What follows belongs to an exercise in optimizing a design on an open flow for small area and a short achievable clock period; a production flow would make more cautious choices. The RTL was checked by simulation tests, not by an equivalence proof against the original design.

**flow/run.sh**
```bash
#!/bin/bash
# The standard synthesis and layout, with two changes to the layout:
#  * the port buffers are the smallest buffer cell (buffer_ports -buffer_cell) instead of
#    the delay-cell buffers buffer_ports picks by itself;
#  * repair_timing aims for extra setup slack (flow/setup_margin.txt, ns) so the resizer
#    speeds up the critical paths. The clock and I/O constraints are unchanged.
set -euo pipefail
export BUFFER_PORTS_ARGS="-buffer_cell sky130_fd_sc_hd__buf_1"
M=$(cat flow/setup_margin.txt)
if [[ "$M" != "0" ]]; then export SETUP_SLACK_MARGIN=$M; fi
S=$(cat flow/move_sequence.txt)
if [[ -n "$S" ]]; then export SETUP_MOVE_SEQUENCE=$S; fi
bash standard.sh synth > synth.log 2>&1
bash standard.sh finish > layout.log 2>&1
```
**flow/move_sequence.txt**
```

```
**flow/setup_margin.txt**
```
0
```
**standard.sh**
```bash
#!/bin/bash
# synth_recipe.tcl (not shown) runs the flow's synth.tcl, then flattens the netlist and writes it again
# the make line also repeats each setting of config.mk as NAME=value (left out here)
make -C /OpenROAD-flow-scripts/flow DESIGN_CONFIG=/design/flow/config.mk WORK_HOME=/design/flow/orfs CLKGATE_MAP_FILE= SYNTH_SCRIPT=/design/flow/synth_recipe.tcl "${@:-finish}"
```
**config.mk**
```make
export PLATFORM = sky130hd
export DESIGN_NAME = multiplier_16bit
export DESIGN_NICKNAME = multiplier_16bit
export VERILOG_FILES = /design/flow/design.v
export SDC_FILE = /design/flow/constraint.sdc
export NUM_CORES = 4
export LEC_CHECK = 0
export ABC_AREA = 1
export CAP_MARGIN = 20
export CORE_MARGIN = 2
export CORE_UTILIZATION = 40
export SLEW_MARGIN = 20
export SYNTH_HIERARCHICAL = 1
```
**constraint.sdc**
```tcl
create_clock -name core_clock -period 20.0 [get_ports {clk}]
set_input_delay 4.0000 -clock core_clock [delete_from_list [all_inputs] [get_ports {clk}]]
set_output_delay 4.0000 -clock core_clock [all_outputs]
set_load 0.01 [all_outputs]
```
**design.v**
```verilog
`timescale 1ns / 1ps
module multiplier_16bit (
    input  wire clk,
    input  wire rst,
    input  wire signed [15:0] a,
    input  wire signed [15:0] b,
    output reg  signed [31:0] product,
    output reg  signed [15:0] a_out,
    output reg  signed [15:0] b_out
);
    wire [15:0] ag = a;
    wire [31:0] accn = product;
    wire one0 = b[0] ^ 1'b0;
    wire two0 = (b[1] & ~b[0] & ~1'b0) | (~b[1] & b[0] & 1'b0);
    wire neg0 = b[1];
    wire [16:0] x0;    
    assign x0[0] = ((one0 & ag[0]) | (two0 & 1'b0)) ^ neg0;
    assign x0[1] = ((one0 & ag[1]) | (two0 & ag[0])) ^ neg0;
    assign x0[2] = ((one0 & ag[2]) | (two0 & ag[1])) ^ neg0;
    assign x0[3] = ((one0 & ag[3]) | (two0 & ag[2])) ^ neg0;
    assign x0[4] = ((one0 & ag[4]) | (two0 & ag[3])) ^ neg0;
    assign x0[5] = ((one0 & ag[5]) | (two0 & ag[4])) ^ neg0;
    assign x0[6] = ((one0 & ag[6]) | (two0 & ag[5])) ^ neg0;
    assign x0[7] = ((one0 & ag[7]) | (two0 & ag[6])) ^ neg0;
    assign x0[8] = ((one0 & ag[8]) | (two0 & ag[7])) ^ neg0;
    assign x0[9] = ((one0 & ag[9]) | (two0 & ag[8])) ^ neg0;
    assign x0[10] = ((one0 & ag[10]) | (two0 & ag[9])) ^ neg0;
    assign x0[11] = ((one0 & ag[11]) | (two0 & ag[10])) ^ neg0;
    assign x0[12] = ((one0 & ag[12]) | (two0 & ag[11])) ^ neg0;
    assign x0[13] = ((one0 & ag[13]) | (two0 & ag[12])) ^ neg0;
    assign x0[14] = ((one0 & ag[14]) | (two0 & ag[13])) ^ neg0;
    assign x0[15] = ((one0 & ag[15]) | (two0 & ag[14])) ^ neg0;
    assign x0[16] = ~(((one0 & ag[15]) | (two0 & ag[15])) ^ neg0);
    wire one1 = b[2] ^ b[1];
    wire two1 = (b[3] & ~b[2] & ~b[1]) | (~b[3] & b[2] & b[1]);
    wire neg1 = b[3];
    wire [16:0] x1;    
    assign x1[0] = ((one1 & ag[0]) | (two1 & 1'b0)) ^ neg1;
    assign x1[1] = ((one1 & ag[1]) | (two1 & ag[0])) ^ neg1;
    assign x1[2] = ((one1 & ag[2]) | (two1 & ag[1])) ^ neg1;
    assign x1[3] = ((one1 & ag[3]) | (two1 & ag[2])) ^ neg1;
    assign x1[4] = ((one1 & ag[4]) | (two1 & ag[3])) ^ neg1;
    assign x1[5] = ((one1 & ag[5]) | (two1 & ag[4])) ^ neg1;
    assign x1[6] = ((one1 & ag[6]) | (two1 & ag[5])) ^ neg1;
    assign x1[7] = ((one1 & ag[7]) | (two1 & ag[6])) ^ neg1;
    assign x1[8] = ((one1 & ag[8]) | (two1 & ag[7])) ^ neg1;
    assign x1[9] = ((one1 & ag[9]) | (two1 & ag[8])) ^ neg1;
    assign x1[10] = ((one1 & ag[10]) | (two1 & ag[9])) ^ neg1;
    assign x1[11] = ((one1 & ag[11]) | (two1 & ag[10])) ^ neg1;
    assign x1[12] = ((one1 & ag[12]) | (two1 & ag[11])) ^ neg1;
    assign x1[13] = ((one1 & ag[13]) | (two1 & ag[12])) ^ neg1;
    assign x1[14] = ((one1 & ag[14]) | (two1 & ag[13])) ^ neg1;
    assign x1[15] = ((one1 & ag[15]) | (two1 & ag[14])) ^ neg1;
    assign x1[16] = ~(((one1 & ag[15]) | (two1 & ag[15])) ^ neg1);
    wire one2 = b[4] ^ b[3];
    wire two2 = (b[5] & ~b[4] & ~b[3]) | (~b[5] & b[4] & b[3]);
    wire neg2 = b[5];
    wire [16:0] x2;    
    assign x2[0] = ((one2 & ag[0]) | (two2 & 1'b0)) ^ neg2;
    assign x2[1] = ((one2 & ag[1]) | (two2 & ag[0])) ^ neg2;
    assign x2[2] = ((one2 & ag[2]) | (two2 & ag[1])) ^ neg2;
    assign x2[3] = ((one2 & ag[3]) | (two2 & ag[2])) ^ neg2;
    assign x2[4] = ((one2 & ag[4]) | (two2 & ag[3])) ^ neg2;
    assign x2[5] = ((one2 & ag[5]) | (two2 & ag[4])) ^ neg2;
    assign x2[6] = ((one2 & ag[6]) | (two2 & ag[5])) ^ neg2;
    assign x2[7] = ((one2 & ag[7]) | (two2 & ag[6])) ^ neg2;
    assign x2[8] = ((one2 & ag[8]) | (two2 & ag[7])) ^ neg2;
    assign x2[9] = ((one2 & ag[9]) | (two2 & ag[8])) ^ neg2;
    assign x2[10] = ((one2 & ag[10]) | (two2 & ag[9])) ^ neg2;
    assign x2[11] = ((one2 & ag[11]) | (two2 & ag[10])) ^ neg2;
    assign x2[12] = ((one2 & ag[12]) | (two2 & ag[11])) ^ neg2;
    assign x2[13] = ((one2 & ag[13]) | (two2 & ag[12])) ^ neg2;
    assign x2[14] = ((one2 & ag[14]) | (two2 & ag[13])) ^ neg2;
    assign x2[15] = ((one2 & ag[15]) | (two2 & ag[14])) ^ neg2;
    assign x2[16] = ~(((one2 & ag[15]) | (two2 & ag[15])) ^ neg2);
    wire one3 = b[6] ^ b[5];
    wire two3 = (b[7] & ~b[6] & ~b[5]) | (~b[7] & b[6] & b[5]);
    wire neg3 = b[7];
    wire [16:0] x3;    
    assign x3[0] = ((one3 & ag[0]) | (two3 & 1'b0)) ^ neg3;
    assign x3[1] = ((one3 & ag[1]) | (two3 & ag[0])) ^ neg3;
    assign x3[2] = ((one3 & ag[2]) | (two3 & ag[1])) ^ neg3;
    assign x3[3] = ((one3 & ag[3]) | (two3 & ag[2])) ^ neg3;
    assign x3[4] = ((one3 & ag[4]) | (two3 & ag[3])) ^ neg3;
    assign x3[5] = ((one3 & ag[5]) | (two3 & ag[4])) ^ neg3;
    assign x3[6] = ((one3 & ag[6]) | (two3 & ag[5])) ^ neg3;
    assign x3[7] = ((one3 & ag[7]) | (two3 & ag[6])) ^ neg3;
    assign x3[8] = ((one3 & ag[8]) | (two3 & ag[7])) ^ neg3;
    assign x3[9] = ((one3 & ag[9]) | (two3 & ag[8])) ^ neg3;
    assign x3[10] = ((one3 & ag[10]) | (two3 & ag[9])) ^ neg3;
    assign x3[11] = ((one3 & ag[11]) | (two3 & ag[10])) ^ neg3;
    assign x3[12] = ((one3 & ag[12]) | (two3 & ag[11])) ^ neg3;
    assign x3[13] = ((one3 & ag[13]) | (two3 & ag[12])) ^ neg3;
    assign x3[14] = ((one3 & ag[14]) | (two3 & ag[13])) ^ neg3;
    assign x3[15] = ((one3 & ag[15]) | (two3 & ag[14])) ^ neg3;
    assign x3[16] = ~(((one3 & ag[15]) | (two3 & ag[15])) ^ neg3);
    wire one4 = b[8] ^ b[7];
    wire two4 = (b[9] & ~b[8] & ~b[7]) | (~b[9] & b[8] & b[7]);
    wire neg4 = b[9];
    wire [16:0] x4;    
    assign x4[0] = ((one4 & ag[0]) | (two4 & 1'b0)) ^ neg4;
    assign x4[1] = ((one4 & ag[1]) | (two4 & ag[0])) ^ neg4;
    assign x4[2] = ((one4 & ag[2]) | (two4 & ag[1])) ^ neg4;
    assign x4[3] = ((one4 & ag[3]) | (two4 & ag[2])) ^ neg4;
    assign x4[4] = ((one4 & ag[4]) | (two4 & ag[3])) ^ neg4;
    assign x4[5] = ((one4 & ag[5]) | (two4 & ag[4])) ^ neg4;
    assign x4[6] = ((one4 & ag[6]) | (two4 & ag[5])) ^ neg4;
    assign x4[7] = ((one4 & ag[7]) | (two4 & ag[6])) ^ neg4;
    assign x4[8] = ((one4 & ag[8]) | (two4 & ag[7])) ^ neg4;
    assign x4[9] = ((one4 & ag[9]) | (two4 & ag[8])) ^ neg4;
    assign x4[10] = ((one4 & ag[10]) | (two4 & ag[9])) ^ neg4;
    assign x4[11] = ((one4 & ag[11]) | (two4 & ag[10])) ^ neg4;
    assign x4[12] = ((one4 & ag[12]) | (two4 & ag[11])) ^ neg4;
    assign x4[13] = ((one4 & ag[13]) | (two4 & ag[12])) ^ neg4;
    assign x4[14] = ((one4 & ag[14]) | (two4 & ag[13])) ^ neg4;
    assign x4[15] = ((one4 & ag[15]) | (two4 & ag[14])) ^ neg4;
    assign x4[16] = ~(((one4 & ag[15]) | (two4 & ag[15])) ^ neg4);
    wire one5 = b[10] ^ b[9];
    wire two5 = (b[11] & ~b[10] & ~b[9]) | (~b[11] & b[10] & b[9]);
    wire neg5 = b[11];
    wire [16:0] x5;    
    assign x5[0] = ((one5 & ag[0]) | (two5 & 1'b0)) ^ neg5;
    assign x5[1] = ((one5 & ag[1]) | (two5 & ag[0])) ^ neg5;
    assign x5[2] = ((one5 & ag[2]) | (two5 & ag[1])) ^ neg5;
    assign x5[3] = ((one5 & ag[3]) | (two5 & ag[2])) ^ neg5;
    assign x5[4] = ((one5 & ag[4]) | (two5 & ag[3])) ^ neg5;
    assign x5[5] = ((one5 & ag[5]) | (two5 & ag[4])) ^ neg5;
    assign x5[6] = ((one5 & ag[6]) | (two5 & ag[5])) ^ neg5;
    assign x5[7] = ((one5 & ag[7]) | (two5 & ag[6])) ^ neg5;
    assign x5[8] = ((one5 & ag[8]) | (two5 & ag[7])) ^ neg5;
    assign x5[9] = ((one5 & ag[9]) | (two5 & ag[8])) ^ neg5;
    assign x5[10] = ((one5 & ag[10]) | (two5 & ag[9])) ^ neg5;
    assign x5[11] = ((one5 & ag[11]) | (two5 & ag[10])) ^ neg5;
    assign x5[12] = ((one5 & ag[12]) | (two5 & ag[11])) ^ neg5;
    assign x5[13] = ((one5 & ag[13]) | (two5 & ag[12])) ^ neg5;
    assign x5[14] = ((one5 & ag[14]) | (two5 & ag[13])) ^ neg5;
    assign x5[15] = ((one5 & ag[15]) | (two5 & ag[14])) ^ neg5;
    assign x5[16] = ~(((one5 & ag[15]) | (two5 & ag[15])) ^ neg5);
    wire one6 = b[12] ^ b[11];
    wire two6 = (b[13] & ~b[12] & ~b[11]) | (~b[13] & b[12] & b[11]);
    wire neg6 = b[13];
    wire [16:0] x6;    
    assign x6[0] = ((one6 & ag[0]) | (two6 & 1'b0)) ^ neg6;
    assign x6[1] = ((one6 & ag[1]) | (two6 & ag[0])) ^ neg6;
    assign x6[2] = ((one6 & ag[2]) | (two6 & ag[1])) ^ neg6;
    assign x6[3] = ((one6 & ag[3]) | (two6 & ag[2])) ^ neg6;
    assign x6[4] = ((one6 & ag[4]) | (two6 & ag[3])) ^ neg6;
    assign x6[5] = ((one6 & ag[5]) | (two6 & ag[4])) ^ neg6;
    assign x6[6] = ((one6 & ag[6]) | (two6 & ag[5])) ^ neg6;
    assign x6[7] = ((one6 & ag[7]) | (two6 & ag[6])) ^ neg6;
    assign x6[8] = ((one6 & ag[8]) | (two6 & ag[7])) ^ neg6;
    assign x6[9] = ((one6 & ag[9]) | (two6 & ag[8])) ^ neg6;
    assign x6[10] = ((one6 & ag[10]) | (two6 & ag[9])) ^ neg6;
    assign x6[11] = ((one6 & ag[11]) | (two6 & ag[10])) ^ neg6;
    assign x6[12] = ((one6 & ag[12]) | (two6 & ag[11])) ^ neg6;
    assign x6[13] = ((one6 & ag[13]) | (two6 & ag[12])) ^ neg6;
    assign x6[14] = ((one6 & ag[14]) | (two6 & ag[13])) ^ neg6;
    assign x6[15] = ((one6 & ag[15]) | (two6 & ag[14])) ^ neg6;
    assign x6[16] = ~(((one6 & ag[15]) | (two6 & ag[15])) ^ neg6);
    wire one7 = b[14] ^ b[13];
    wire two7 = (b[15] & ~b[14] & ~b[13]) | (~b[15] & b[14] & b[13]);
    wire neg7 = b[15];
    wire [16:0] x7;    
    assign x7[0] = ((one7 & ag[0]) | (two7 & 1'b0)) ^ neg7;
    assign x7[1] = ((one7 & ag[1]) | (two7 & ag[0])) ^ neg7;
    assign x7[2] = ((one7 & ag[2]) | (two7 & ag[1])) ^ neg7;
    assign x7[3] = ((one7 & ag[3]) | (two7 & ag[2])) ^ neg7;
    assign x7[4] = ((one7 & ag[4]) | (two7 & ag[3])) ^ neg7;
    assign x7[5] = ((one7 & ag[5]) | (two7 & ag[4])) ^ neg7;
    assign x7[6] = ((one7 & ag[6]) | (two7 & ag[5])) ^ neg7;
    assign x7[7] = ((one7 & ag[7]) | (two7 & ag[6])) ^ neg7;
    assign x7[8] = ((one7 & ag[8]) | (two7 & ag[7])) ^ neg7;
    assign x7[9] = ((one7 & ag[9]) | (two7 & ag[8])) ^ neg7;
    assign x7[10] = ((one7 & ag[10]) | (two7 & ag[9])) ^ neg7;
    assign x7[11] = ((one7 & ag[11]) | (two7 & ag[10])) ^ neg7;
    assign x7[12] = ((one7 & ag[12]) | (two7 & ag[11])) ^ neg7;
    assign x7[13] = ((one7 & ag[13]) | (two7 & ag[12])) ^ neg7;
    assign x7[14] = ((one7 & ag[14]) | (two7 & ag[13])) ^ neg7;
    assign x7[15] = ((one7 & ag[15]) | (two7 & ag[14])) ^ neg7;
    assign x7[16] = ~(((one7 & ag[15]) | (two7 & ag[15])) ^ neg7);
    wire s0, c1;
    fa us0 (accn[0], neg0, x0[0], s0, c1);
    wire s2, c3;
    fa us2 (accn[1], x0[1], c1, s2, c3);
    wire s4, c5;
    fa us4 (accn[2], neg1, x0[2], s4, c5);
    wire s6, c7;
    fa us6 (x1[0], s4, c3, s6, c7);
    wire s8, c9;
    fa us8 (accn[3], x0[3], x1[1], s8, c9);
    wire s10, c11;
    fa us10 (c5, s8, c7, s10, c11);
    wire s12, c13;
    fa us12 (accn[4], neg2, x0[4], s12, c13);
    wire s14, c15;
    fa us14 (x1[2], x2[0], c9, s14, c15);
    wire s16, c17;
    fa us16 (s12, s14, c11, s16, c17);
    wire s18, c19;
    fa us18 (accn[5], x0[5], x1[3], s18, c19);
    wire s20, c21;
    fa us20 (x2[1], c13, s18, s20, c21);
    wire s22, c23;
    ha us22 (c15, s20, s22, c23);
    wire s24, c25;
    fa us24 (accn[6], neg3, x0[6], s24, c25);
    wire s26, c27;
    fa us26 (x1[4], x2[2], x3[0], s26, c27);
    wire s28, c29;
    fa us28 (c19, s24, s26, s28, c29);
    wire s30, c31;
    fa us30 (c21, s28, c23, s30, c31);
    wire s32, c33;
    fa us32 (accn[7], x0[7], x1[5], s32, c33);
    wire s34, c35;
    fa us34 (x2[3], x3[1], c25, s34, c35);
    wire s36, c37;
    fa us36 (c27, s32, s34, s36, c37);
    wire s38, c39;
    fa us38 (c29, s36, c31, s38, c39);
    wire s40, c41;
    fa us40 (accn[8], neg4, x0[8], s40, c41);
    wire s42, c43;
    fa us42 (x1[6], x2[4], x3[2], s42, c43);
    wire s44, c45;
    fa us44 (x4[0], c33, s40, s44, c45);
    wire s46, c47;
    fa us46 (s42, c35, s44, s46, c47);
    wire s48, c49;
    ha us48 (c37, s46, s48, c49);
    wire s50, c51;
    fa us50 (accn[9], x0[9], x1[7], s50, c51);
    wire s52, c53;
    fa us52 (x2[5], x3[3], x4[1], s52, c53);
    wire s54, c55;
    fa us54 (c41, c43, s50, s54, c55);
    wire s56, c57;
    fa us56 (s52, c45, s54, s56, c57);
    wire s58, c59;
    ha us58 (c47, s56, s58, c59);
    wire s60, c61;
    fa us60 (accn[10], neg5, x0[10], s60, c61);
    wire s62, c63;
    fa us62 (x1[8], x2[6], x3[4], s62, c63);
    wire s64, c65;
    fa us64 (x4[2], x5[0], c51, s64, c65);
    wire s66, c67;
    fa us66 (c53, s60, s62, s66, c67);
    wire s68, c69;
    fa us68 (s64, c55, s66, s68, c69);
    wire s70, c71;
    ha us70 (c57, s68, s70, c71);
    wire s72, c73;
    fa us72 (accn[11], x0[11], x1[9], s72, c73);
    wire s74, c75;
    fa us74 (x2[7], x3[5], x4[3], s74, c75);
    wire s76, c77;
    fa us76 (x5[1], c61, c63, s76, c77);
    wire s78, c79;
    fa us78 (s72, s74, c65, s78, c79);
    wire s80, c81;
    fa us80 (s76, c67, s78, s80, c81);
    wire s82, c83;
    ha us82 (c69, c71, s82, c83);
    wire s84, c85;
    fa us84 (accn[12], neg6, x0[12], s84, c85);
    wire s86, c87;
    fa us86 (x1[10], x2[8], x3[6], s86, c87);
    wire s88, c89;
    fa us88 (x4[4], x5[2], x6[0], s88, c89);
    wire s90, c91;
    fa us90 (c73, c75, s84, s90, c91);
    wire s92, c93;
    fa us92 (s86, s88, c77, s92, c93);
    wire s94, c95;
    fa us94 (s90, c79, s92, s94, c95);
    wire s96, c97;
    ha us96 (c81, s94, s96, c97);
    wire s98, c99;
    fa us98 (accn[13], x0[13], x1[11], s98, c99);
    wire s100, c101;
    fa us100 (x2[9], x3[7], x4[5], s100, c101);
    wire s102, c103;
    fa us102 (x5[3], x6[1], c85, s102, c103);
    wire s104, c105;
    fa us104 (c87, c89, s98, s104, c105);
    wire s106, c107;
    fa us106 (s100, s102, c91, s106, c107);
    wire s108, c109;
    fa us108 (s104, c93, s106, s108, c109);
    wire s110, c111;
    ha us110 (c95, s108, s110, c111);
    wire s112, c113;
    fa us112 (accn[14], neg7, x0[14], s112, c113);
    wire s114, c115;
    fa us114 (x1[12], x2[10], x3[8], s114, c115);
    wire s116, c117;
    fa us116 (x4[6], x5[4], x6[2], s116, c117);
    wire s118, c119;
    fa us118 (x7[0], c99, c101, s118, c119);
    wire s120, c121;
    fa us120 (s112, s114, s116, s120, c121);
    wire s122, c123;
    fa us122 (c103, s118, c105, s122, c123);
    wire s124, c125;
    fa us124 (s120, c107, s122, s124, c125);
    wire s126, c127;
    ha us126 (c109, s124, s126, c127);
    wire s128, c129;
    fa us128 (accn[15], x0[15], x1[13], s128, c129);
    wire s130, c131;
    fa us130 (x2[11], x3[9], x4[7], s130, c131);
    wire s132, c133;
    fa us132 (x5[5], x6[3], x7[1], s132, c133);
    wire s134, c135;
    fa us134 (c113, c115, c117, s134, c135);
    wire s136, c137;
    fa us136 (s128, s130, s132, s136, c137);
    wire s138, c139;
    fa us138 (c119, s134, c121, s138, c139);
    wire s140, c141;
    fa us140 (s136, c123, s138, s140, c141);
    wire s142, c143;
    ha us142 (c125, s140, s142, c143);
    wire s144, c145;
    fa1 us144 (accn[16], x0[16], s144, c145);
    wire s146, c147;
    fa us146 (x1[14], x2[12], x3[10], s146, c147);
    wire s148, c149;
    fa us148 (x4[8], x5[6], x6[4], s148, c149);
    wire s150, c151;
    fa us150 (x7[2], s144, c129, s150, c151);
    wire s152, c153;
    fa us152 (c131, c133, s146, s152, c153);
    wire s154, c155;
    fa us154 (s148, c135, s150, s154, c155);
    wire s156, c157;
    fa us156 (c137, s152, c139, s156, c157);
    wire s158, c159;
    fa us158 (s154, c141, s156, s158, c159);
    wire s160, c161;
    fa1 us160 (accn[17], x1[15], s160, c161);
    wire s162, c163;
    fa us162 (x2[13], x3[11], x4[9], s162, c163);
    wire s164, c165;
    fa us164 (x5[7], x6[5], x7[3], s164, c165);
    wire s166, c167;
    fa us166 (c145, s160, c147, s166, c167);
    wire s168, c169;
    fa us168 (c149, s162, s164, s168, c169);
    wire s170, c171;
    fa us170 (c151, s166, c153, s170, c171);
    wire s172, c173;
    fa us172 (s168, c155, s170, s172, c173);
    wire s174, c175;
    ha us174 (c157, s172, s174, c175);
    wire s176, c177;
    fa us176 (accn[18], x1[16], x2[14], s176, c177);
    wire s178, c179;
    fa us178 (x3[12], x4[10], x5[8], s178, c179);
    wire s180, c181;
    fa us180 (x6[6], x7[4], c161, s180, c181);
    wire s182, c183;
    fa us182 (c163, c165, s176, s182, c183);
    wire s184, c185;
    fa us184 (s178, s180, c167, s184, c185);
    wire s186, c187;
    fa us186 (c169, s182, c171, s186, c187);
    wire s188, c189;
    fa us188 (s184, c173, s186, s188, c189);
    wire s190, c191;
    fa1 us190 (accn[19], x2[15], s190, c191);
    wire s192, c193;
    fa us192 (x3[13], x4[11], x5[9], s192, c193);
    wire s194, c195;
    fa us194 (x6[7], x7[5], s190, s194, c195);
    wire s196, c197;
    fa us196 (c177, c179, s192, s196, c197);
    wire s198, c199;
    fa us198 (c181, s194, c183, s198, c199);
    wire s200, c201;
    fa us200 (s196, c185, s198, s200, c201);
    wire s202, c203;
    ha us202 (c187, s200, s202, c203);
    wire s204, c205;
    fa us204 (accn[20], x2[16], x3[14], s204, c205);
    wire s206, c207;
    fa us206 (x4[12], x5[10], x6[8], s206, c207);
    wire s208, c209;
    fa us208 (x7[6], c191, c193, s208, c209);
    wire s210, c211;
    fa us210 (s204, s206, c195, s210, c211);
    wire s212, c213;
    fa us212 (s208, c197, s210, s212, c213);
    wire s214, c215;
    fa us214 (c199, s212, c201, s214, c215);
    wire s216, c217;
    fa1 us216 (accn[21], x3[15], s216, c217);
    wire s218, c219;
    fa us218 (x4[13], x5[11], x6[9], s218, c219);
    wire s220, c221;
    fa us220 (x7[7], s216, c205, s220, c221);
    wire s222, c223;
    fa us222 (c207, s218, c209, s222, c223);
    wire s224, c225;
    fa us224 (s220, c211, s222, s224, c225);
    wire s226, c227;
    ha us226 (c213, s224, s226, c227);
    wire s228, c229;
    fa us228 (accn[22], x3[16], x4[14], s228, c229);
    wire s230, c231;
    fa us230 (x5[12], x6[10], x7[8], s230, c231);
    wire s232, c233;
    fa us232 (c217, c219, s228, s232, c233);
    wire s234, c235;
    fa us234 (s230, c221, s232, s234, c235);
    wire s236, c237;
    fa us236 (c223, s234, c225, s236, c237);
    wire s238, c239;
    fa1 us238 (accn[23], x4[15], s238, c239);
    wire s240, c241;
    fa us240 (x5[13], x6[11], x7[9], s240, c241);
    wire s242, c243;
    fa us242 (s238, c229, c231, s242, c243);
    wire s244, c245;
    fa us244 (s240, s242, c233, s244, c245);
    wire s246, c247;
    ha us246 (c235, s244, s246, c247);
    wire s248, c249;
    fa us248 (accn[24], x4[16], x5[14], s248, c249);
    wire s250, c251;
    fa us250 (x6[12], x7[10], c239, s250, c251);
    wire s252, c253;
    fa us252 (c241, s248, s250, s252, c253);
    wire s254, c255;
    fa us254 (c243, s252, c245, s254, c255);
    wire s256, c257;
    fa1 us256 (accn[25], x5[15], s256, c257);
    wire s258, c259;
    fa us258 (x6[13], x7[11], s256, s258, c259);
    wire s260, c261;
    fa us260 (c249, c251, s258, s260, c261);
    wire s262, c263;
    ha us262 (c253, s260, s262, c263);
    wire s264, c265;
    fa us264 (accn[26], x5[16], x6[14], s264, c265);
    wire s266, c267;
    fa us266 (x7[12], c257, s264, s266, c267);
    wire s268, c269;
    fa us268 (c259, s266, c261, s268, c269);
    wire s270, c271;
    fa1 us270 (accn[27], x6[15], s270, c271);
    wire s272, c273;
    fa us272 (x7[13], s270, c265, s272, c273);
    wire s274, c275;
    fa us274 (s272, c267, c269, s274, c275);
    wire s276, c277;
    fa us276 (accn[28], x6[16], x7[14], s276, c277);
    wire s278, c279;
    fa us278 (c271, s276, c273, s278, c279);
    wire s280, c281;
    fa1 us280 (accn[29], x7[15], s280, c281);
    wire s282, c283;
    fa us282 (s280, c277, c279, s282, c283);
    wire s284, c285;
    fa us284 (accn[30], x7[16], c281, s284, c285);
    wire s286, c287;
    fa1 us286 (accn[31], c285, s286, c287);
    wire [31:0] r0 = {s286, s284, s282, s278, s274, c263, s262, c247, s246, c227, s226, c203, s202, c175, s174, c143, c127, c111, c97, c83, s80, c59, c49, s48, s38, s30, s22, s16, s10, s6, s2, s0};
    wire [31:0] r1 = {1'b0, c283, 1'b0, c275, 1'b0, s268, c255, s254, c237, s236, c215, s214, c189, s188, c159, s158, s142, s126, s110, s96, s82, s70, s58, c39, 1'b0, 1'b0, c17, 1'b0, 1'b0, 1'b0, 1'b0, 1'b0};
    wire [31:0] sum;
    wire [31:0] p0, gn;
    assign p0[0] = r0[0];
    assign gn[0] = 1'b1;
    assign p0[1] = r0[1];
    assign gn[1] = 1'b1;
    assign p0[2] = r0[2];
    assign gn[2] = 1'b1;
    assign p0[3] = r0[3];
    assign gn[3] = 1'b1;
    assign p0[4] = r0[4];
    assign gn[4] = 1'b1;
    pg upg5 (r0[5], r1[5], p0[5], gn[5]);
    assign p0[6] = r0[6];
    assign gn[6] = 1'b1;
    assign p0[7] = r0[7];
    assign gn[7] = 1'b1;
    pg upg8 (r0[8], r1[8], p0[8], gn[8]);
    pg upg9 (r0[9], r1[9], p0[9], gn[9]);
    pg upg10 (r0[10], r1[10], p0[10], gn[10]);
    pg upg11 (r0[11], r1[11], p0[11], gn[11]);
    pg upg12 (r0[12], r1[12], p0[12], gn[12]);
    pg upg13 (r0[13], r1[13], p0[13], gn[13]);
    pg upg14 (r0[14], r1[14], p0[14], gn[14]);
    pg upg15 (r0[15], r1[15], p0[15], gn[15]);
    pg upg16 (r0[16], r1[16], p0[16], gn[16]);
    pg upg17 (r0[17], r1[17], p0[17], gn[17]);
    pg upg18 (r0[18], r1[18], p0[18], gn[18]);
    pg upg19 (r0[19], r1[19], p0[19], gn[19]);
    pg upg20 (r0[20], r1[20], p0[20], gn[20]);
    pg upg21 (r0[21], r1[21], p0[21], gn[21]);
    pg upg22 (r0[22], r1[22], p0[22], gn[22]);
    pg upg23 (r0[23], r1[23], p0[23], gn[23]);
    pg upg24 (r0[24], r1[24], p0[24], gn[24]);
    pg upg25 (r0[25], r1[25], p0[25], gn[25]);
    pg upg26 (r0[26], r1[26], p0[26], gn[26]);
    assign p0[27] = r0[27];
    assign gn[27] = 1'b1;
    pg upg28 (r0[28], r1[28], p0[28], gn[28]);
    assign p0[29] = r0[29];
    assign gn[29] = 1'b1;
    pg upg30 (r0[30], r1[30], p0[30], gn[30]);
    assign p0[31] = r0[31];
    assign gn[31] = 1'b1;
    wire G288 = ~gn[1] | (p0[1] & ~gn[0]);
    wire G289 = ~gn[3] | (p0[3] & ~gn[2]);
    wire P290 = p0[3] & p0[2];
    wire G291 = ~gn[5] | (p0[5] & ~gn[4]);
    wire P292 = p0[5] & p0[4];
    wire G293 = ~gn[7] | (p0[7] & ~gn[6]);
    wire P294 = p0[7] & p0[6];
    wire G295 = ~gn[9] | (p0[9] & ~gn[8]);
    wire P296 = p0[9] & p0[8];
    wire G297 = ~gn[11] | (p0[11] & ~gn[10]);
    wire P298 = p0[11] & p0[10];
    wire G299 = ~gn[13] | (p0[13] & ~gn[12]);
    wire P300 = p0[13] & p0[12];
    wire G301 = ~gn[15] | (p0[15] & ~gn[14]);
    wire P302 = p0[15] & p0[14];
    wire G303 = ~gn[17] | (p0[17] & ~gn[16]);
    wire P304 = p0[17] & p0[16];
    wire G305 = ~gn[19] | (p0[19] & ~gn[18]);
    wire P306 = p0[19] & p0[18];
    wire G307 = ~gn[21] | (p0[21] & ~gn[20]);
    wire P308 = p0[21] & p0[20];
    wire G309 = ~gn[23] | (p0[23] & ~gn[22]);
    wire P310 = p0[23] & p0[22];
    wire G311 = ~gn[25] | (p0[25] & ~gn[24]);
    wire P312 = p0[25] & p0[24];
    wire G313 = ~gn[27] | (p0[27] & ~gn[26]);
    wire P314 = p0[27] & p0[26];
    wire G315 = ~gn[29] | (p0[29] & ~gn[28]);
    wire P316 = p0[29] & p0[28];
    wire G317 = ~gn[31] | (p0[31] & ~gn[30]);
    wire P318 = p0[31] & p0[30];
    wire G319 = ~gn[2] | (p0[2] & G288);
    wire G320 = G289 | (P290 & G288);
    wire G321 = ~gn[6] | (p0[6] & G291);
    wire P322 = p0[6] & P292;
    wire G323 = G293 | (P294 & G291);
    wire P324 = P294 & P292;
    wire G325 = ~gn[10] | (p0[10] & G295);
    wire P326 = p0[10] & P296;
    wire G327 = G297 | (P298 & G295);
    wire P328 = P298 & P296;
    wire G329 = ~gn[14] | (p0[14] & G299);
    wire P330 = p0[14] & P300;
    wire G331 = G301 | (P302 & G299);
    wire P332 = P302 & P300;
    wire G333 = ~gn[18] | (p0[18] & G303);
    wire P334 = p0[18] & P304;
    wire G335 = G305 | (P306 & G303);
    wire P336 = P306 & P304;
    wire G337 = ~gn[22] | (p0[22] & G307);
    wire P338 = p0[22] & P308;
    wire G339 = G309 | (P310 & G307);
    wire P340 = P310 & P308;
    wire G341 = ~gn[26] | (p0[26] & G311);
    wire P342 = p0[26] & P312;
    wire G343 = G313 | (P314 & G311);
    wire P344 = P314 & P312;
    wire G345 = ~gn[30] | (p0[30] & G315);
    wire P346 = p0[30] & P316;
    wire G347 = G317 | (P318 & G315);
    wire P348 = P318 & P316;
    wire G349 = ~gn[4] | (p0[4] & G320);
    wire G350 = G291 | (P292 & G320);
    wire G351 = G321 | (P322 & G320);
    wire G352 = G323 | (P324 & G320);
    wire G353 = ~gn[12] | (p0[12] & G327);
    wire P354 = p0[12] & P328;
    wire G355 = G299 | (P300 & G327);
    wire P356 = P300 & P328;
    wire G357 = G329 | (P330 & G327);
    wire P358 = P330 & P328;
    wire G359 = G331 | (P332 & G327);
    wire P360 = P332 & P328;
    wire G361 = ~gn[20] | (p0[20] & G335);
    wire P362 = p0[20] & P336;
    wire G363 = G307 | (P308 & G335);
    wire P364 = P308 & P336;
    wire G365 = G337 | (P338 & G335);
    wire P366 = P338 & P336;
    wire G367 = G339 | (P340 & G335);
    wire P368 = P340 & P336;
    wire G369 = ~gn[28] | (p0[28] & G343);
    wire P370 = p0[28] & P344;
    wire G371 = G315 | (P316 & G343);
    wire P372 = P316 & P344;
    wire G373 = G345 | (P346 & G343);
    wire P374 = P346 & P344;
    wire G375 = G347 | (P348 & G343);
    wire P376 = P348 & P344;
    wire G377 = ~gn[8] | (p0[8] & G352);
    wire G378 = G295 | (P296 & G352);
    wire G379 = G325 | (P326 & G352);
    wire G380 = G327 | (P328 & G352);
    wire G381 = G353 | (P354 & G352);
    wire G382 = G355 | (P356 & G352);
    wire G383 = G357 | (P358 & G352);
    wire G384 = G359 | (P360 & G352);
    wire G385 = ~gn[24] | (p0[24] & G367);
    wire P386 = p0[24] & P368;
    wire G387 = G311 | (P312 & G367);
    wire P388 = P312 & P368;
    wire G389 = G341 | (P342 & G367);
    wire P390 = P342 & P368;
    wire G391 = G343 | (P344 & G367);
    wire P392 = P344 & P368;
    wire G393 = G369 | (P370 & G367);
    wire P394 = P370 & P368;
    wire G395 = G371 | (P372 & G367);
    wire P396 = P372 & P368;
    wire G397 = G373 | (P374 & G367);
    wire P398 = P374 & P368;
    wire G399 = G375 | (P376 & G367);
    wire P400 = P376 & P368;
    wire G401 = ~gn[16] | (p0[16] & G384);
    wire G402 = G303 | (P304 & G384);
    wire G403 = G333 | (P334 & G384);
    wire G404 = G335 | (P336 & G384);
    wire G405 = G361 | (P362 & G384);
    wire G406 = G363 | (P364 & G384);
    wire G407 = G365 | (P366 & G384);
    wire G408 = G367 | (P368 & G384);
    wire G409 = G385 | (P386 & G384);
    wire G410 = G387 | (P388 & G384);
    wire G411 = G389 | (P390 & G384);
    wire G412 = G391 | (P392 & G384);
    wire G413 = G393 | (P394 & G384);
    wire G414 = G395 | (P396 & G384);
    wire G415 = G397 | (P398 & G384);
    wire G416 = G399 | (P400 & G384);
    wire [31:0] cy = {G415, G414, G413, G412, G411, G410, G409, G408, G407, G406, G405, G404, G403, G402, G401, G384, G383, G382, G381, G380, G379, G378, G377, G352, G351, G350, G349, G320, G319, G288, ~gn[0], 1'b0};
    assign sum = p0 ^ cy;
    always @(posedge clk) begin
        product <= sum & {32{~rst}};
        a_out   <= a & {16{~rst}};
        b_out   <= b & {16{~rst}};
    end
endmodule
module pg (input wire a, input wire b, output wire p, output wire gn);
    assign p  = a ^ b;
    assign gn = ~(a & b);
endmodule
module pgi (input wire an, input wire bn, output wire p, output wire gn);
    assign p  = an ^ bn;
    assign gn = an | bn;
endmodule
module fa (input wire a, input wire b, input wire c, output wire s, output wire co);
    assign s  = a ^ b ^ c;
    assign co = (a & b) | (a & c) | (b & c);
endmodule
module ha (input wire a, input wire b, output wire s, output wire co);
    assign s  = a ^ b;
    assign co = a & b;
endmodule
module fa1 (input wire a, input wire b, output wire s, output wire co);
    assign s  = ~(a ^ b);
    assign co = a | b;
endmodule
```
==> impl_results.md, run 1 <==
- Run status: complete, no violations
- Detailed Routing Iterations Pass 1: 5
- Kind of path behind the tightest hold check: flip-flop to flip-flop
- Total of buffers placed on input and output ports: 97
- Syn-to-layout area delta: 8.84%
- Area of all placed cells without fillers: 0.00941 mm2
- Worst Max-Slew Pin Slew: 0.832 ns
- Number of warnings issued by yosys: 7
- Slew headroom: 0.445
- Area of the multi-input gates: around 0.0065 mm2
- WHS Path Cells: 3
- Avg Vias per Cell: about 5.2
- Number of setup buffers added after CTS: 0
- Detailed Place HPWL: 16,800 um
- Width of the die: 151 um
- Number of standard-cell rows in the floorplan: 53
- Global-route wire length before repair: 36,000 um
- Core region area: 0.0212 mm2
- Number of antenna violations at the first check in global routing: 0
- Avg Synthesized Cell Area: 8.90 um2
- Overall track demand over capacity in global routing: 0.204
- # nets final: 1,235
- Wire length reported by the detailed router: 22,000 um
- End of the worst hold path: product[0]
- Max-slew violation count: 0
- Pin count of the biggest net entering global routing: 48
- Critical Path, Cell by Cell: buf_1 -> buf_4 -> nor2_1 -> o21ai_2 -> o22ai_1 -> xor2_1 -> fa_1 -> fa_1 -> fa_1 -> fa_1 -> ha_1 -> ha_1 -> nand2_2 -> inv_1 -> a21oi_2 -> nand3_4 -> ha_1 -> o21a_1 -> nor3_1
- Effective utilization at floorplan: 0.409
- Max-cap violations: 0
- Number of global-route vias before repair: roughly 6,500
- Type of the worst setup path: primary input to flip-flop
- Fill cell count: 2,137
- Nature of the critical path endpoint: flip-flop
- Achievable frequency: 0.112 GHz
- Total Negative Setup Slacks: 0 ns
- Most common cell after layout, fill and taps aside: sky130_fd_sc_hd__xor2_1
- Largest incremental delay on the critical path: 0.63 ns
- Reg-to-Reg Start: product[13]
- Clock root buffer: sky130_fd_sc_hd__clkbuf_16
- Clock input transition at the sequential cells of the worst setup and hold paths: ~0.06 ns
- Final setup fails: 0
- Post-DP Area: ~0.0091 mm2
- Aggregate global routing overflow: 0
- Post-route insts no fill: 1,312
- Top-Level Pins: slightly below 100
- Max clock buf depth: 2
- Iteration-0 DRC count of the detailed router: 527
- H-tree levels: 3
- # clock sinks: 64
- Number of antenna diodes: 0
- WL/cell: 16.8 um
- Via total after detailed routing: 6,817
- Data arrival, critical path: between 9 and 10 ns
- Crit path max fanout: 22
- Fraction of layout instances using a drive strength above 1: 0.0955
- Required time reported for the critical path endpoint: 20.28 ns
- Worst min-delay path startpoint: product[0]
- Gp weighted congestion: approximately 0.84
- Top library cells by usage in the layout, fill and taps aside: 127 x sky130_fd_sc_hd__xor2_1, 121 x sky130_fd_sc_hd__fa_1, 117 x sky130_fd_sc_hd__inv_1
- Category of the worst setup path launch point: primary input
- Worst R2R Setup Slack: 15.94 ns
- Post-CTS Resized: 0
- Cell count after synthesis: between 900 and 1,000
- Hold-fix buffer count after cts: 0
- FF/Latch Area: about 0.0013 mm2
- Number of buffers inserted during clock tree synthesis: 9
- Post-synthesis instance area: 0.00865 mm2
- Most frequent CP cell: sky130_fd_sc_hd__fa_1
- Full die area: 0.0228 mm2
- Worst R2R Path Depth: 13
- Final critical-path setup slack: ~11 ns
- Unrepaired setup endpoints after global routing: false
- Critical path's slowest cell: sky130_fd_sc_hd__o21ai_2
- Antenna-violating nets left: 0
- Time the final worst path needs with I/O delays and setup: 8.93 ns
- Capture instance of the worst register-to-register path: product[17]
- CTS tree: done
- Syn nets: 1,175
- Final critical-path share of the clock period: 0.447
- Cell count after placement: 1,296
- Clock Skews: ~0.017 ns
- Worst-skew pair later-pin latency: 0.36 ns
- Final Hold Fails: 0
- Count of unresolved DRC violations after routing: 0
- Overall die height: 151 um
- Dpl ws: approximately 11 ns
area by class of cell:
| class | count | area share |
|---|---|---|
| Tap cell | 275 | 0.0365 |
| Multi-Input combinational cell | 707 | 0.686 |
| Clock inverter | 7 | 0.0136 |
| Clock buffer | 9 | 0.0239 |
| Sequential cell | 64 | 0.136 |
| Inverter | 144 | 0.0574 |
| Timing Repair Buffer | 106 | 0.0460 |
per-stage QoR:
step / util / hold slack (ns)
6_report: 0.445 / 0.678
5_1_grt: 0.445 / 0.729
4_1_cts: 0.445 / 0.675
3_5_place_dp: 0.428 / 0.661
3_3_place_gp: 0.428 / 0.654
2_1_floorplan: - / 0.686
critical path, delay by kind of cell:
family          cells  cell delay [ns]
buf+inv             3             0.48
simple gates        4             0.58
xor+xnor            1             0.22
compound gates      4             1.14
fa+ha+maj           7             2.77
sequential cells by signal, summed over array words and instances (netlist names):
name     cells
a_out       16
product     32
b_out       16
per-layer routing:
layer  track usage  up-vias  routed length (um)
met5             0        -                   0
met4        0.0439        0                 189
met3        0.0449        9                1800
met2         0.294      241                9580
met1         0.311     3299               10400
li1              -     3268                   -
worst max-delay path by stage:
stage	start	end	cells past startpoint
floorplan	b[4]	product[17]	20
global placement	b[3]	product[17]	19
detailed placement	b[3]	product[17]	19
CTS	b[3]	product[17]	19
global route	b[9]	product[31]	25
finish	b[7]	product[17]	19
==> run 2: changes to the inputs <==
==> flow/move_sequence.txt (replaced) <==
unbuffer,sizeup,swap
==> flow/setup_margin.txt (replaced) <==
11.3
==> run 2 against run 1 <==
Still clean. Sequential share of layout area is 0.74 points lower. First-iteration DRC count grew 5.7%. Setup slack improved by 0.40 ns. Largest cell class unchanged. Critical path type unchanged. Clock skew increased by 0.00072 ns. Global-route usage about the same. Flip-flop and latch count did not move.
==> impl_results.md, run 2 <==
- Nature of the critical path endpoint: flip-flop
- Biggest register: product
- Final Hold Fails: 0 (unchanged)
- # nets final: 1,235 (unchanged)
- Number of antenna diodes: 0 (unchanged)
- Global-route wire length before repair: 36,000 um (+0.11%)
- Run status: complete, no violations
- Antenna-violating nets left: 0 (unchanged)
- Overall die height: 151 um (unchanged)
- Aggregate global routing overflow: 0 (unchanged)
- Registers with the most flip-flops: product (32), a_out (16), b_out (16)
- End of the worst hold path: product[0]
- Post-route worst hold slack: 0.675 ns (-0.00285 ns)
- Slew headroom: 0.497 (+0.0517)
- Time the final worst path needs with I/O delays and setup: 8.53 ns (-0.405 ns)
- Iteration-0 DRC count of the detailed router: 557 (+5.7%)
- Width of the die: 151 um (unchanged)
- Most frequent CP cell: sky130_fd_sc_hd__fa_2
- Reg-to-Reg Start: product[14]
- Max-cap violations: 0 (unchanged)
- # clock sinks: 64 (unchanged)
- Clock input transition at the sequential cells of the worst setup and hold paths: 0.06 ns (about the same)
- Max-slew violation count: 0 (unchanged)
- Max clock buf depth: 2 (unchanged)
- Via total after detailed routing: 6,876 (+0.87%)
- Avg Synthesized Cell Area: 8.90 um2 (unchanged)
- Fill cell count: 2,067 (-3.3%)
- Critical path's slowest cell: sky130_fd_sc_hd__fa_2
- Worst-skew pair later-pin latency: 0.36 ns (about the same)
- Largest incremental delay on the critical path: 0.56 ns (-0.07 ns)
- Number of setup buffers added after CTS: 0 (unchanged)
- Required time reported for the critical path endpoint: 20.28 ns (about the same)
- Capture instance of the worst register-to-register path: product[28]
- Critical Path, Cell by Cell: clkbuf_2 -> buf_12 -> inv_2 -> o21ai_4 -> o22ai_2 -> xor2_2 -> fa_2 -> fa_2 -> fa_2 -> fa_2 -> ha_4 -> ha_4 -> nand2_2 -> inv_1 -> a21oi_2 -> nand3_4 -> ha_4 -> o21a_1 -> nor3_1
- Category of the worst setup path launch point: primary input
- Avg Vias per Cell: 5.24 (+0.87%)
- Kind of path behind the tightest hold check: flip-flop to flip-flop
- Crit path buf inv count: 4 (+1)
- Worst Max-Slew Pin Slew: 0.754 ns (-0.0782 ns)
- Dpl ws: 10.72 ns (unchanged)
- Top-Level Pins: 98 (unchanged)
- Data arrival, critical path: 8.81 ns (-0.40 ns)
- Unrepaired setup endpoints after global routing: false
- Number of warnings issued by yosys: 7 (unchanged)
- Full die area: 0.0228 mm2 (unchanged)
- Worst R2R Path Depth: 15 (+2)
- Worst min-delay path startpoint: product[0]
- Clock Skews: 0.0182 ns (+0.000724 ns)
- Count of unresolved DRC violations after routing: 0 (unchanged)
- Clock root buffer: sky130_fd_sc_hd__clkbuf_16
- Final critical-path setup slack: 11.47 ns (+0.405 ns)
- Max reg flops: 32 (unchanged)
- Pin count of the biggest net entering global routing: 48 (unchanged)
- Number of antenna violations at the first check in global routing: 0 (unchanged)
- Achievable frequency: 0.117 GHz (+4.7%)
- Type of the worst setup path: primary input to flip-flop
- Total Negative Setup Slacks: 0 ns (unchanged)
- Number of buffers inserted during clock tree synthesis: 9 (unchanged)
- H-tree levels: 3 (unchanged)
- Total of buffers placed on input and output ports: 97 (unchanged)
- Fraction of layout instances using a drive strength above 1: 0.159 (+0.0636)
- Effective utilization at floorplan: 0.409 (unchanged)
- Syn nets: 1,175 (unchanged)
- CTS tree: done
- Crit. Startpoint: b[7]
- WL/cell: 17.3 um (+3.3%)
- Core region area: 0.0212 mm2 (unchanged)
- Top library cells by usage in the layout, fill and taps aside: 124 x sky130_fd_sc_hd__xor2_1, 113 x sky130_fd_sc_hd__inv_1, 109 x sky130_fd_sc_hd__fa_1
- WHS Path Cells: 3 (unchanged)
- Number of global-route vias before repair: 6,565 (+0.32%)
- Cell count after synthesis: 972 (unchanged)
- Number of standard-cell rows in the floorplan: 53 (unchanged)
- Syn-to-layout area delta: 15.1%
- Kind of cell adding the most delay to the critical path: adder cells
- Post-synthesis instance area: 0.00865 mm2 (unchanged)
- Detailed Place HPWL: 16,800 um (unchanged)
- Worst R2R Setup Slack: 16.01 ns (+0.07 ns)
- Detailed Routing Iterations Pass 1: 5 (unchanged)
- Crit path max fanout: 22 (unchanged)
- Final setup fails: 0 (unchanged)
- Most common cell after layout, fill and taps aside: sky130_fd_sc_hd__xor2_1
- Overall track demand over capacity in global routing: 0.204 (+0.000386)
- Gp weighted congestion: 0.838 (unchanged)
- Wire length reported by the detailed router: 22,700 um (+3.3%)
- Hold-fix buffer count after cts: 0 (unchanged)
- Final critical-path share of the clock period: 0.426 (-0.0202)
[run 2: cell count changes in the layout (fill, tap and decap cells not counted), sizes merged]
cell      before  now
clkinvlp       0    5
buf          105  102
inv          130  129
clkbuf        10   13
clkinv        18   14
[run 2: tightest hold or removal path: stages (launching register included)]
cell and delay, ns:
sky130_fd_sc_hd__dfxtp_1 0.36, sky130_fd_sc_hd__fa_1 0.17, sky130_fd_sc_hd__inv_1 0.04, sky130_fd_sc_hd__nor2_1 0.07
[run 2: layout make-up]
| class | count | area (um2) | share of cell area |
|---|---|---|---|
| clock buffers | 9 | 225 | 0.0226 |
| clock inverters | 7 | 128 | 0.0128 |
| inverters | 144 | 564 | 0.0567 |
| multi-input cells | 707 | 6890 | 0.692 |
| flip-flops and latches | 64 | 1280 | 0.129 |
| well taps | 275 | 344 | 0.0346 |
| repair buffers | 106 | 523 | 0.0525 |
[run 2: per-stage QoR]
stage | util | area (um2) | instances
2_1_floorplan | - | 8650 | 972
3_3_place_gp | 0.428 | 9060 | 1296
3_5_place_dp | 0.428 | 9060 | 1296
4_1_cts | 0.449 | 9490 | 1312
5_1_grt | 0.471 | 9960 | 1312
6_report | 0.471 | 9960 | 1312
[run 2: what timing repair did]
item,4_1_cts,5_1_grt
setup endpoints to repair,16,16
pin swaps,5,39
resized for setup,17,98
[run 2: layer usage]
layer,part of all wire,track usage
met2,0.45,0.295
met5,0,0
met4,0.0090,0.0444
met3,0.070,0.0446
met1,0.47,0.311
[run 2: worst max path at each step]
stage | cells past startpoint | to
finish | 19 | product[17]
global route | 21 | product[28]
detailed placement | 19 | product[17]
CTS | 19 | product[17]
global placement | 19 | product[17]
floorplan | 20 | product[17]
==> run 3: changes to the inputs <==
==> flow/setup_margin.txt (replaced) <==
10.8
==> run 3 against run 2 <==
Synthesized cell count stayed put. Non-clock buffer count stayed put. Global-route usage hardly changed. Via count is 0.76% lower. Maximum frequency is 2.7% lower. Critical path depth stayed put. Wire length is 3.2% lower. Critical path type unchanged. Largest cell class unchanged.
==> impl_results.md, run 3 <==
- H-tree levels: 3 (unchanged)
- Final critical-path share of the clock period: 0.438 (+0.0120)
- Category of the worst setup path launch point: primary input
- Cell count after synthesis: 972 (unchanged)
- Final critical-path setup slack: 11.23 ns (-0.240 ns)
- Worst Max-Slew Pin Slew: 0.757 ns (+0.00345 ns)
- # clock sinks: 64 (unchanged)
- Biggest register: product
- Nature of the critical path endpoint: flip-flop
- Total Negative Setup Slacks: 0 ns (unchanged)
- Post-DP Area: 0.00906 mm2 (unchanged)
- Clock Skews: 0.0162 ns (-0.00204 ns)
- Max-slew violation count: 0 (unchanged)
- Core region area: 0.0212 mm2 (unchanged)
- Slew headroom: 0.495 (-0.00230)
- Overall track demand over capacity in global routing: 0.204 (-0.000386)
- Global-route wire length before repair: 36,000 um (-0.11%)
- Number of standard-cell rows in the floorplan: 53 (unchanged)
- Data arrival, critical path: 9.05 ns (+0.24 ns)
- Syn-to-layout area delta: 9.42%
- Post-route insts no fill: 1,312 (unchanged)
- Most frequent CP cell: sky130_fd_sc_hd__fa_1
- Most common cell after layout, fill and taps aside: sky130_fd_sc_hd__xor2_1
- Avg Vias per Cell: 5.20 (-0.76%)
- Grt peak-use layer: met1
- Syn nets: 1,175 (unchanged)
- Largest incremental delay on the critical path: 0.53 ns (-0.03 ns)
- Pin count of the biggest net entering global routing: 48 (unchanged)
- Gp weighted congestion: 0.838 (unchanged)
- WL/cell: 16.8 um (-3.2%)
- GR Layer Usage met1: 0.311 (about the same)
- Count of unresolved DRC violations after routing: 0 (unchanged)
- Effective utilization at floorplan: 0.409 (unchanged)
- Met3 global-route usage: 0.0449 (+0.000301)
- Total of buffers placed on input and output ports: 97 (unchanged)
- Number of global-route vias before repair: 6,544 (-0.32%)
- Via total after detailed routing: 6,824 (-0.76%)
- Width of the die: 151 um (unchanged)
- Max reg flops: 32 (unchanged)
- Full die area: 0.0228 mm2 (unchanged)
- Met2 routing resource usage after global routing: 0.294 (-0.00114)
- Crit path buf inv count: 4 (unchanged)
- Avg Synthesized Cell Area: 8.90 um2 (unchanged)
- FF/Latch Area: 0.00128 mm2 (unchanged)
- Post-synthesis instance area: 0.00865 mm2 (unchanged)
- Detailed Place HPWL: 16,800 um (unchanged)
- CTS tree: done
- Max-cap violations: 0 (unchanged)
- Kind of path behind the tightest hold check: flip-flop to flip-flop
- Critical Path, Cell by Cell: buf_1 -> buf_4 -> inv_2 -> o21ai_4 -> o22ai_1 -> xor2_1 -> fa_1 -> fa_1 -> fa_1 -> fa_1 -> ha_1 -> ha_1 -> nand2_2 -> inv_1 -> a21oi_2 -> nand3_4 -> ha_1 -> o21a_1 -> nor3_1
- Worst-skew pair later-pin latency: 0.36 ns (about the same)
- Detailed Routing Iterations Pass 1: 5 (unchanged)
- Number of warnings issued by yosys: 7 (unchanged)
- Type of the worst setup path: primary input to flip-flop
- Aggregate global routing overflow: 0 (unchanged)
- Dpl ws: 10.72 ns (unchanged)
- Wire length reported by the detailed router: 22,000 um (-3.2%)
- Number of setup buffers added after CTS: 0 (unchanged)
- Achievable frequency: 0.114 GHz (-2.7%)
- Top-Level Pins: 98 (unchanged)
- Cell count after placement: 1,296 (unchanged)
- Unrepaired setup endpoints after global routing: false
- Final Hold Fails: 0 (unchanged)
- Iteration-0 DRC count of the detailed router: 576 (+3.4%)
- Clock root buffer: sky130_fd_sc_hd__clkbuf_16
- Fill cell count: 2,131 (+3.1%)
- Fraction of layout instances using a drive strength above 1: 0.100 (-0.0588)
- Overall die height: 151 um (unchanged)
- Number of antenna violations at the first check in global routing: 0 (unchanged)
- Crit path max fanout: 22 (unchanged)
- Area of all placed cells without fillers: 0.00946 mm2 (-5.0%)
- Required time reported for the critical path endpoint: 20.28 ns (about the same)
- Number of buffers inserted during clock tree synthesis: 9 (unchanged)
- Max clock buf depth: 2 (unchanged)
- Time the final worst path needs with I/O delays and setup: 8.77 ns (+0.240 ns)
- Kind of cell adding the most delay to the critical path: adder cells
- Clock input transition at the sequential cells of the worst setup and hold paths: 0.06 ns (about the same)
- Worst R2R Setup Slack: 15.94 ns (-0.07 ns)
- Registers with the most flip-flops: product (32), a_out (16), b_out (16)
- Area of the multi-input gates: 0.00651 mm2 (-5.5%)
- Critical path's slowest cell: sky130_fd_sc_hd__fa_1
- # nets final: 1,235 (unchanged)
- Top library cells by usage in the layout, fill and taps aside: 127 x sky130_fd_sc_hd__xor2_1, 121 x sky130_fd_sc_hd__fa_1, 117 x sky130_fd_sc_hd__inv_1
- Number of antenna diodes: 0 (unchanged)
- Final setup fails: 0 (unchanged)
- Antenna-violating nets left: 0 (unchanged)
- Run status: complete, no violations
run 3: timing repair:
item / CTS / global route
hold endpoints to repair: 0 / 0
resized for setup: 0 / 10
setup endpoints to repair: 0 / 8
hold buffers: 0 / 0
run 3: worst paths after layout:
path              cells past startpoint        start           to
setup / recovery                     19         b[3]  product[17]
hold / removal                        3   product[0]   product[0]
setup reg to reg                     13  product[13]  product[17]
hold reg to reg                       3   product[0]   product[0]
run 3: final cells by class:
class	count	share of cell area
Clock inverter	7	0.0135
Multi-Input combinational cell	707	0.688
Clock buffer	9	0.0238
Timing Repair Buffer	106	0.0457
Sequential cell	64	0.135
Inverter	144	0.0571
Tap cell	275	0.0364
run 3: layer usage:
metal / share of wire / vias up
li1: - / 3262
met1: 0.48 / 3324
met2: 0.44 / 227
met3: 0.079 / 11
met4: 0.0079 / 0
met5: 0 / -
run 3: worst min-delay path: stages, from the launching register on:
cell,delay [ns]
sky130_fd_sc_hd__dfxtp_1,0.37
sky130_fd_sc_hd__fa_1,0.17
sky130_fd_sc_hd__inv_1,0.04
sky130_fd_sc_hd__nor2_1,0.06
run 3: through the flow:
stage	utilization	hold slack (ns)
6_report	0.447	0.675
5_1_grt	0.447	0.729
4_1_cts	0.445	0.675
3_5_place_dp	0.428	0.661
3_3_place_gp	0.428	0.654
2_1_floorplan	-	0.686
==> run 4: changes to the inputs <==
==> flow/move_sequence.txt (replaced) <==

==> flow/setup_margin.txt (replaced) <==
0
--- a/config.mk
+++ b/config.mk
@@ -10,3 +10,4 @@
 export CORE_MARGIN = 2
-export CORE_UTILIZATION = 40
+export CORE_UTILIZATION = 65
+export PLACE_DENSITY = 0.75
 export SLEW_MARGIN = 20
==> run 4 against run 3 <==
Non-clock buffer count shrank 1. Register-to-register slack worse by 0.07 ns. Critical path type unchanged. Synthesized area unchanged. Highest routed layer unchanged.
==> impl_results.md, run 4 <==
- Worst min-delay path startpoint: product[0]
- Aggregate global routing overflow: 0 (unchanged)
- Width of the die: 119 um (-21%)
- Post-route worst hold slack: 0.666 ns (-0.00885 ns)
- Effective utilization at floorplan: 0.658 (+0.249)
- Detailed Routing Iterations Pass 1: 5 (unchanged)
- Max reg flops: 32 (unchanged)
- Reg-to-Reg Start: product[14]
- Syn-to-layout area delta: 6.78%
- Crit. Startpoint: b[5]
- Final critical-path setup slack: 11.06 ns (-0.170 ns)
- Pin count of the biggest net entering global routing: 48 (unchanged)
- Number of warnings issued by yosys: 7 (unchanged)
- Clock root buffer: sky130_fd_sc_hd__clkbuf_16
- Kind of path behind the tightest hold check: flip-flop to flip-flop
- Dpl ws: 10.73 ns (+0.0102 ns)
- # clock sinks: 64 (unchanged)
- Cell count after placement: 1,196 (-7.7%)
- WL/cell: 16.9 um (+0.65%)
- Avg Synthesized Cell Area: 8.90 um2 (unchanged)
- Worst R2R Setup Slack: 15.87 ns (-0.07 ns)
- Data arrival, critical path: 9.13 ns (+0.08 ns)
- Avg Vias per Cell: 5.68 (+9.3%)
- Worst Max-Slew Pin Slew: 1.01 ns (+0.250 ns)
- Run status: complete, no violations
- Fraction of layout instances using a drive strength above 1: 0.0946 (-0.00569)
- Largest incremental delay on the critical path: 0.59 ns (+0.06 ns)
- Critical Path, Cell by Cell: buf_1 -> buf_4 -> nor2_1 -> o21ai_2 -> o22ai_1 -> xor2_1 -> fa_1 -> fa_1 -> fa_1 -> fa_1 -> ha_1 -> ha_1 -> nand2_2 -> inv_1 -> a21oi_2 -> nand3_4 -> ha_1 -> nor3_1 -> nor3_1
- Wire length reported by the detailed router: 20,400 um (-7.0%)
- Final critical-path share of the clock period: 0.447 (+0.00852)
- CTS tree: done
- Slew headroom: 0.329 (-0.166)
- Via total after detailed routing: 6,889 (+0.95%)
- Post-route insts no fill: 1,212 (-7.6%)
- Hold-fix buffer count after cts: 0 (unchanged)
- Required time reported for the critical path endpoint: 20.19 ns (-0.09 ns)
- Final Hold Fails: 0 (unchanged)
- Global-route wire length before repair: 34,100 um (-5.3%)
- # nets final: 1,234 (-0.081%)
- Crit path buf inv count: 3 (-1)
- Clock input transition at the sequential cells of the worst setup and hold paths: 0.06 ns (about the same)
- Post-synthesis instance area: 0.00865 mm2 (unchanged)
- Time the final worst path needs with I/O delays and setup: 8.94 ns (+0.170 ns)
- Max-slew violation count: 0 (unchanged)
- Most common cell after layout, fill and taps aside: sky130_fd_sc_hd__xor2_1
- Overall track demand over capacity in global routing: 0.305 (+0.101)
- Iteration-0 DRC count of the detailed router: 588 (+2.1%)
- Detailed Place HPWL: 15,700 um (-6.7%)
- Critical path's slowest cell: sky130_fd_sc_hd__o21ai_2
- Achievable frequency: 0.112 GHz (-1.9%)
- Type of the worst setup path: primary input to flip-flop
- Number of antenna violations at the first check in global routing: 0 (unchanged)
- Number of buffers inserted during clock tree synthesis: 9 (unchanged)
- Full die area: 0.0142 mm2 (-38%)
- Number of global-route vias before repair: 6,694 (+2.3%)
- Nature of the critical path endpoint: flip-flop
- Gp weighted congestion: 0.859 (+2.6%)
- Count of unresolved DRC violations after routing: 0 (unchanged)
- Most frequent CP cell: sky130_fd_sc_hd__fa_1
- Overall die height: 119 um (-21%)
- Antenna-violating nets left: 0 (unchanged)
- Max clock buf depth: 2 (unchanged)
- Syn nets: 1,175 (unchanged)
- Kind of cell adding the most delay to the critical path: adder cells
- Biggest register: product
- Crit path max fanout: 22 (unchanged)
- Total Negative Setup Slacks: 0 ns (unchanged)
- Max-cap violations: 0 (unchanged)
- Top-Level Pins: 98 (unchanged)
- H-tree levels: 3 (unchanged)
- Number of antenna diodes: 0 (unchanged)
- Worst-skew pair later-pin latency: 0.35 ns (about the same)
- Post-CTS Resized: 0 (unchanged)
- Core region area: 0.0131 mm2 (-38%)
- Number of setup buffers added after CTS: 0 (unchanged)
- Top library cells by usage in the layout, fill and taps aside: 127 x sky130_fd_sc_hd__xor2_1, 121 x sky130_fd_sc_hd__fa_1, 117 x sky130_fd_sc_hd__inv_1
- Number of standard-cell rows in the floorplan: 42 (-21%)
- Category of the worst setup path launch point: primary input
- Cell count after synthesis: 972 (unchanged)
- Registers with the most flip-flops: product (32), a_out (16), b_out (16)
- Clock Skews: 0.00894 ns (-0.00723 ns)
- Unrepaired setup endpoints after global routing: false
- Total of buffers placed on input and output ports: 97 (unchanged)
- Final setup fails: 0 (unchanged)
## run 4: per-layer routing
| layer | GRT usage | part of all wire | routed length [um] |
|---|---|---|---|
| met4 | 0.0846 | 0.022 | 457 |
| met1 | 0.418 | 0.43 | 8860 |
| met3 | 0.0685 | 0.067 | 1370 |
| met2 | 0.490 | 0.48 | 9750 |
| met5 | 0 | 0 | 0 |
## run 4: worst min-delay path: cells and delay by family, from the launching register on
kind	cells	cell delay (ns)
flops	1	0.36
buf+inv	1	0.03
fa+ha+maj	1	0.17
simple gates	1	0.07
## run 4: through the flow
step                       util  area (um2)
after detailed placement  0.680        8930
after global placement    0.680        8930
final                     0.703        9240
after CTS                 0.703        9240
after floorplan               -        8650
after global routing      0.703        9240
## run 4: area by class of cell
| type | instances | area [um2] |
|---|---|---|
| fillers | 1088 | 3900 |
| clock buffers | 10 | 239 |
| clock inverters | 6 | 67.6 |
| inverters | 144 | 541 |
| well taps | 176 | 220 |
| multi-input cells | 707 | 6460 |
| repair buffers | 105 | 425 |
| flip-flops and latches | 64 | 1280 |
## run 4: path summary, 6_finish.rpt
path                                    end  cells after the start
worst max-delay path            product[17]                     19
worst min register to register   product[0]                      3
worst min-delay path             product[0]                      3
worst max register to register  product[17]                     13

what the ideal ports hide:
The results above use ideal ports. As a check the final layouts listed here were re-extracted and re-timed, cells and wires unchanged. Step 1 (the two cells are an assumption about what drives the block):
set clk [get_ports {clk}]
set_driving_cell -lib_cell sky130_fd_sc_hd__clkbuf_16 $clk
set_driving_cell -lib_cell sky130_fd_sc_hd__buf_2 [delete_from_list [all_inputs] $clk]
Step 2 times the ports against the registers' clock, not the clock port: input delays grow and output delays shrink by t, the midpoint of the rising clock arrivals with the driver on. Slacks: ideal / step 1 / step 2; pairs: ideal / step 1.
run	t (ns)	setup WS [ns]	worst register clock-pin slew, ns	worst slew at a driven data input, ns
run 1	0.402	11.066 / 11.092 / 10.689	0.07 / 0.07	0.04
run 2	0.402	11.471 / 11.496 / 11.094	0.07 / 0.07	0.04
run 3	0.402	11.231 / 11.251 / 10.849	0.07 / 0.07	0.04
run 4	0.388	11.060 / 11.081 / 10.693	0.06 / 0.06	0.04
After both steps every run listed still meets setup and hold. For run 3, which loses most, drivers alone change the setup slack by +0.020 ns; drivers and shift together by -0.382 ns.
